This is an optimization exercise on Yosys and OpenROAD, whose aim is small area and a short achievable clock period, not a production implementation.
Where RTL was checked, it was by simulation tests only, not by an equivalence proof against the original.

// cordic
module cordic #(
    parameter integer C_S00_AXIS_TDATA_WIDTH = 32,
    parameter integer C_M00_AXIS_TDATA_WIDTH = 32,
    parameter integer C_NUM_CORDIC_ITERATIONS = 16,
    parameter integer C_CORDIC_FRAC_WIDTH = 16,
    parameter integer C_CORDIC_GAIN = 39796
)(
    input wire s00_axis_aclk,
    input wire s00_axis_aresetn,
    input wire s00_axis_tlast,
    input wire s00_axis_tvalid,
    input wire [C_S00_AXIS_TDATA_WIDTH-1:0] s00_axis_tdata,
    input wire [(C_S00_AXIS_TDATA_WIDTH/8)-1:0] s00_axis_tstrb,
    output logic s00_axis_tready,
    input wire m00_axis_tready,
    output logic m00_axis_tvalid,
    output logic m00_axis_tlast,
    output logic [C_M00_AXIS_TDATA_WIDTH-1:0] m00_axis_tdata,  
    output logic [(C_M00_AXIS_TDATA_WIDTH/8)-1:0] m00_axis_tstrb
);
    localparam integer HALF_GAIN = C_CORDIC_GAIN / 2;
    localparam logic [256-1:0] ZT0 = {16'hbe12, 16'hfe10, 16'he3d8, 16'h23d6, 16'hd208, 16'h1206, 16'hf7ce, 16'h37cc, 16'hc834, 16'h0832, 16'hedfa, 16'h2df8, 16'hdc2a, 16'h1c28, 16'h01f0, 16'h41ee};
    localparam logic [256-1:0] ZT1 = {16'hfb3d, 16'h0053, 16'hfdc7, 16'h02dd, 16'hfc81, 16'h0197, 16'hff0b, 16'h0421, 16'hfbdf, 16'h00f5, 16'hfe69, 16'h037f, 16'hfd23, 16'h0239, 16'hffad, 16'h04c3};
    localparam logic [1024-1:0] ZT2 = {16'hffb2, 16'h0002, 16'hffda, 16'h002a, 16'hffc6, 16'h0016, 16'hffee, 16'h003e, 16'hffbc, 16'h000c, 16'hffe4, 16'h0034, 16'hffd0, 16'h0020, 16'hfff8, 16'h0048, 16'hffb6, 16'h0006, 16'hffde, 16'h002e, 16'hffca, 16'h001a, 16'hfff2, 16'h0042, 16'hffc0, 16'h0010, 16'hffe8, 16'h0038, 16'hffd4, 16'h0024, 16'hfffc, 16'h004c, 16'hffb4, 16'h0004, 16'hffdc, 16'h002c, 16'hffc8, 16'h0018, 16'hfff0, 16'h0040, 16'hffbe, 16'h000e, 16'hffe6, 16'h0036, 16'hffd2, 16'h0022, 16'hfffa, 16'h004a, 16'hffb8, 16'h0008, 16'hffe0, 16'h0030, 16'hffcc, 16'h001c, 16'hfff4, 16'h0044, 16'hffc2, 16'h0012, 16'hffea, 16'h003a, 16'hffd6, 16'h0026, 16'hfffe, 16'h004e};
    wire en = m00_axis_tready;
    logic v_r [1:17];
    logic l_r [1:17];
    logic f_r [1:16];
    wire [15:0] in_i = s00_axis_tdata[15:0];
  ...
Size: about 7600 cells after synthesis, about 1200 flip-flops, ~92000 um^2 of cells after synthesis.
export LEC_CHECK = 0
export CAP_MARGIN = 20
export CORE_MARGIN = 2
export CORE_UTILIZATION = 60
export CTS_BUF_LIST = sky130_fd_sc_hd__clkbuf_8
export PLACE_DENSITY = 0.72
export SLEW_MARGIN = 20
create_clock -name core_clock -period 10.0 [get_ports {s00_axis_aclk}]
standard.sh (not shown) runs the stock make flow with config.mk's settings and CLKGATE_MAP_FILE= SYNTH_SCRIPT=/design/flow/synth_recipe.tcl, a recipe that flattens the netlist after the stock synthesis.
==> flow/flow/run.sh <==
#!/bin/bash
set -euo pipefail
export SETUP_SLACK_MARGIN=5.7
bash standard.sh > standard.log 2>&1
The first run produced a clean layout.
Then changed:
==> flow/flow/run.sh (replaced) <==
#!/bin/bash
set -euo pipefail
export SETUP_SLACK_MARGIN=5.5
bash standard.sh > standard.log 2>&1
- CTS_BUF_LIST: sky130_fd_sc_hd__clkbuf_8 -> not set
Final cell count fell by about 1.7%.
Die area does not change.
Final area is about the same.
Worst setup slack got worse by 0.084 ns.
First-iteration DRC count came out lower by 7.1%.
Clock skew went down by 0.035 ns.
Utilization drops by 0.12 points.
Synthesized area is unchanged.
No functional check of the RTL was part of any run of this note.

========
north:
cordic, a different RTL version from the one above (not shown whole).
Size: about 7,600 cells after synthesis, roughly 1,200 flip-flops, about 80 I/O pins, about 86,000 sq um of cells after synthesis.
export LEC_CHECK = 0
export CAP_MARGIN = 20
export CORE_MARGIN = 2
export CORE_UTILIZATION = 40
export SETUP_SLACK_MARGIN = 5
export SLEW_MARGIN = 20
create_clock -name core_clock -period 10.0 [get_ports {s00_axis_aclk}]
run.sh (not shown) runs the stock make flow with config.mk's settings and CLKGATE_MAP_FILE= SYNTH_SCRIPT=/design/flow/synth_recipe.tcl, a recipe that flattens the netlist after the stock synthesis.
Stock flow here: none of the scripts above is used.
north completed end to end with timing, DRC and antenna clean.
### north -> south
Settings: SETUP_SLACK_MARGIN: 5 -> unset.
==> flow/flow/run.sh (new file) <==
#!/bin/bash
set -euo pipefail
export SETUP_SLACK_MARGIN=5.7
bash standard.sh > standard.log 2>&1
==> flow/standard.sh (new file) <==
#!/bin/bash
# synth_recipe.tcl (not shown) runs the flow's synth.tcl, then flattens the netlist and writes it again
# the make line also repeats each setting of config.mk as NAME=value (left out here)
make -C /OpenROAD-flow-scripts/flow DESIGN_CONFIG=/design/flow/config.mk WORK_HOME=/design/flow/orfs CLKGATE_MAP_FILE= SYNTH_SCRIPT=/design/flow/synth_recipe.tcl "${@:-finish}"
removed: flow/run.sh
==> comparison <==
- Cell count: south higher than north
- Looking at pre-CTS setup slack, south sits 0.36 ns higher than north does.
- Of north and south, the run reporting the lower area after detailed placement was north.
- Area added between synthesis and finish for south: 3.5 points up relative to north
- In south the post-route worst setup slack turned out 0.015 ns higher than in north.

========
Another version of the RTL of cordic (not shown whole).
Size in the first run: about 8000 cells after synthesis, about 1200 flip-flops, roughly 80 I/O pins, about 94000 um2 of cells after synthesis.
Settings: LEC_CHECK=0, CAP_MARGIN=20, CORE_MARGIN=2, CORE_UTILIZATION=72, PLACE_DENSITY=0.84, SLEW_MARGIN=20; clock period 10.0 ns.
standard.sh (not shown) runs the stock make flow with config.mk's settings and CLKGATE_MAP_FILE= SYNTH_SCRIPT=/design/flow/synth_recipe.tcl, a recipe that flattens the netlist after the stock synthesis.
==> flow/flow/run.sh <==
#!/bin/bash
set -euo pipefail
export SETUP_SLACK_MARGIN=5.7
bash standard.sh > standard.log 2>&1
Change:
- CORE_UTILIZATION: 72 -> 40
- PLACE_DENSITY: 0.84 -> unset
The new run went through all stages and came out clean.
Via count came out lower by 5.2%.
Die area went up by 79%.
Final cell count went up by 14%.
Change:
- CORE_UTILIZATION: 40 -> 60
- PLACE_DENSITY: unset -> 0.72
- count of clock-buffer cells in the layout shrinks by 13
- first-iteration DRC count went up by about 22%

========
Setup of run A:
cordic with an RTL version that a note above also has.
Size in the first run: roughly 7600 cells after synthesis, about 80 I/O pins, ~92000 sq um of cells after synthesis.
==> flow/config.mk <==
export PLATFORM = sky130hd
export DESIGN_NAME = cordic
export DESIGN_NICKNAME = cordic
export VERILOG_FILES = /design/flow/design.v
export SDC_FILE = /design/flow/constraint.sdc
export NUM_CORES = 4
export LEC_CHECK = 0
export CAP_MARGIN = 20
export CORE_MARGIN = 2
export CORE_UTILIZATION = 60
export PLACE_DENSITY = 0.72
export SLEW_MARGIN = 20
==> flow/constraint.sdc <==
create_clock -name core_clock -period 10.0 [get_ports {s00_axis_aclk}]
set_input_delay 2.0000 -clock core_clock [delete_from_list [all_inputs] [get_ports {s00_axis_aclk}]]
set_output_delay 2.0000 -clock core_clock [all_outputs]
set_load 0.01 [all_outputs]
==> flow/flow/run.sh <==
#!/bin/bash
set -euo pipefail
export SETUP_SLACK_MARGIN=5.8
bash standard.sh > standard.log 2>&1
What run B does differently from run A at the input level:
==> flow/flow/run.sh <==
#!/bin/bash
set -euo pipefail
export SETUP_SLACK_MARGIN=5.7
bash standard.sh > standard.log 2>&1
Run B ran to completion and came out clean on the timing, DRC and antenna checks. Cmp run B vs run A: worst relative slew slack lower in run B. Compared run B vs run A, and total non-filler cell area in the finished layout is down in run B. In the metrics for run B and run A, the one carrying the lower number of clock buffers inserted by TritonCTS is run B.
Function was not checked in any run of this note: the RTL went through the layout flow alone.

==> separate check: timing with driven ports <==
Ports are ideal in the flow. The routed layouts listed here were re-timed in OpenROAD. Step 1 (the two cells are an assumption about what drives the block):
set clk [get_ports {s00_axis_aclk}]
set_driving_cell -lib_cell sky130_fd_sc_hd__clkbuf_16 $clk
set_driving_cell -lib_cell sky130_fd_sc_hd__buf_2 [delete_from_list [all_inputs] $clk]
Step 2 adds t to the input delays and takes it off the output delays; t is the mean of the earliest and latest rising clock arrival at the registers after step 1. Input paths then give back, and output paths get back, about the clock's delay inside the block. a / b / c = no drivers / after step 1 / after step 2; a / b = the first two.
run	shift t [ns]	setup WS [ns]	hold WS [ns]
the first run of note 1	1.009	5.626 / 5.405 / 4.626	0.405 / 0.405 / 0.405
the second run of note 1	0.834	5.542 / 5.271 / 4.653	0.414 / 0.414 / 0.414
north	0.863	4.833 / 4.833 / 4.702	0.411 / 0.411 / 0.411
south	0.865	4.848 / 4.848 / 4.848	0.404 / 0.404 / 0.404
the first run of note 3	0.860	5.542 / 5.335 / 4.722	0.415 / 0.415 / 0.415
the second run of note 3	0.889	5.468 / 5.468 / 4.839	0.412 / 0.412 / 0.412
the third run of note 3	0.830	5.657 / 5.512 / 4.994	0.408 / 0.408 / 0.408
run A	0.861	5.627 / 5.382 / 4.820	0.413 / 0.413 / 0.413
run B	0.859	5.640 / 5.341 / 4.748	0.414 / 0.414 / 0.414
After both steps setup and hold are still met in every run listed. For the first run of note 1, which loses most, drivers alone change the setup slack by -0.221 ns; drivers and shift together by -1.000 ns.
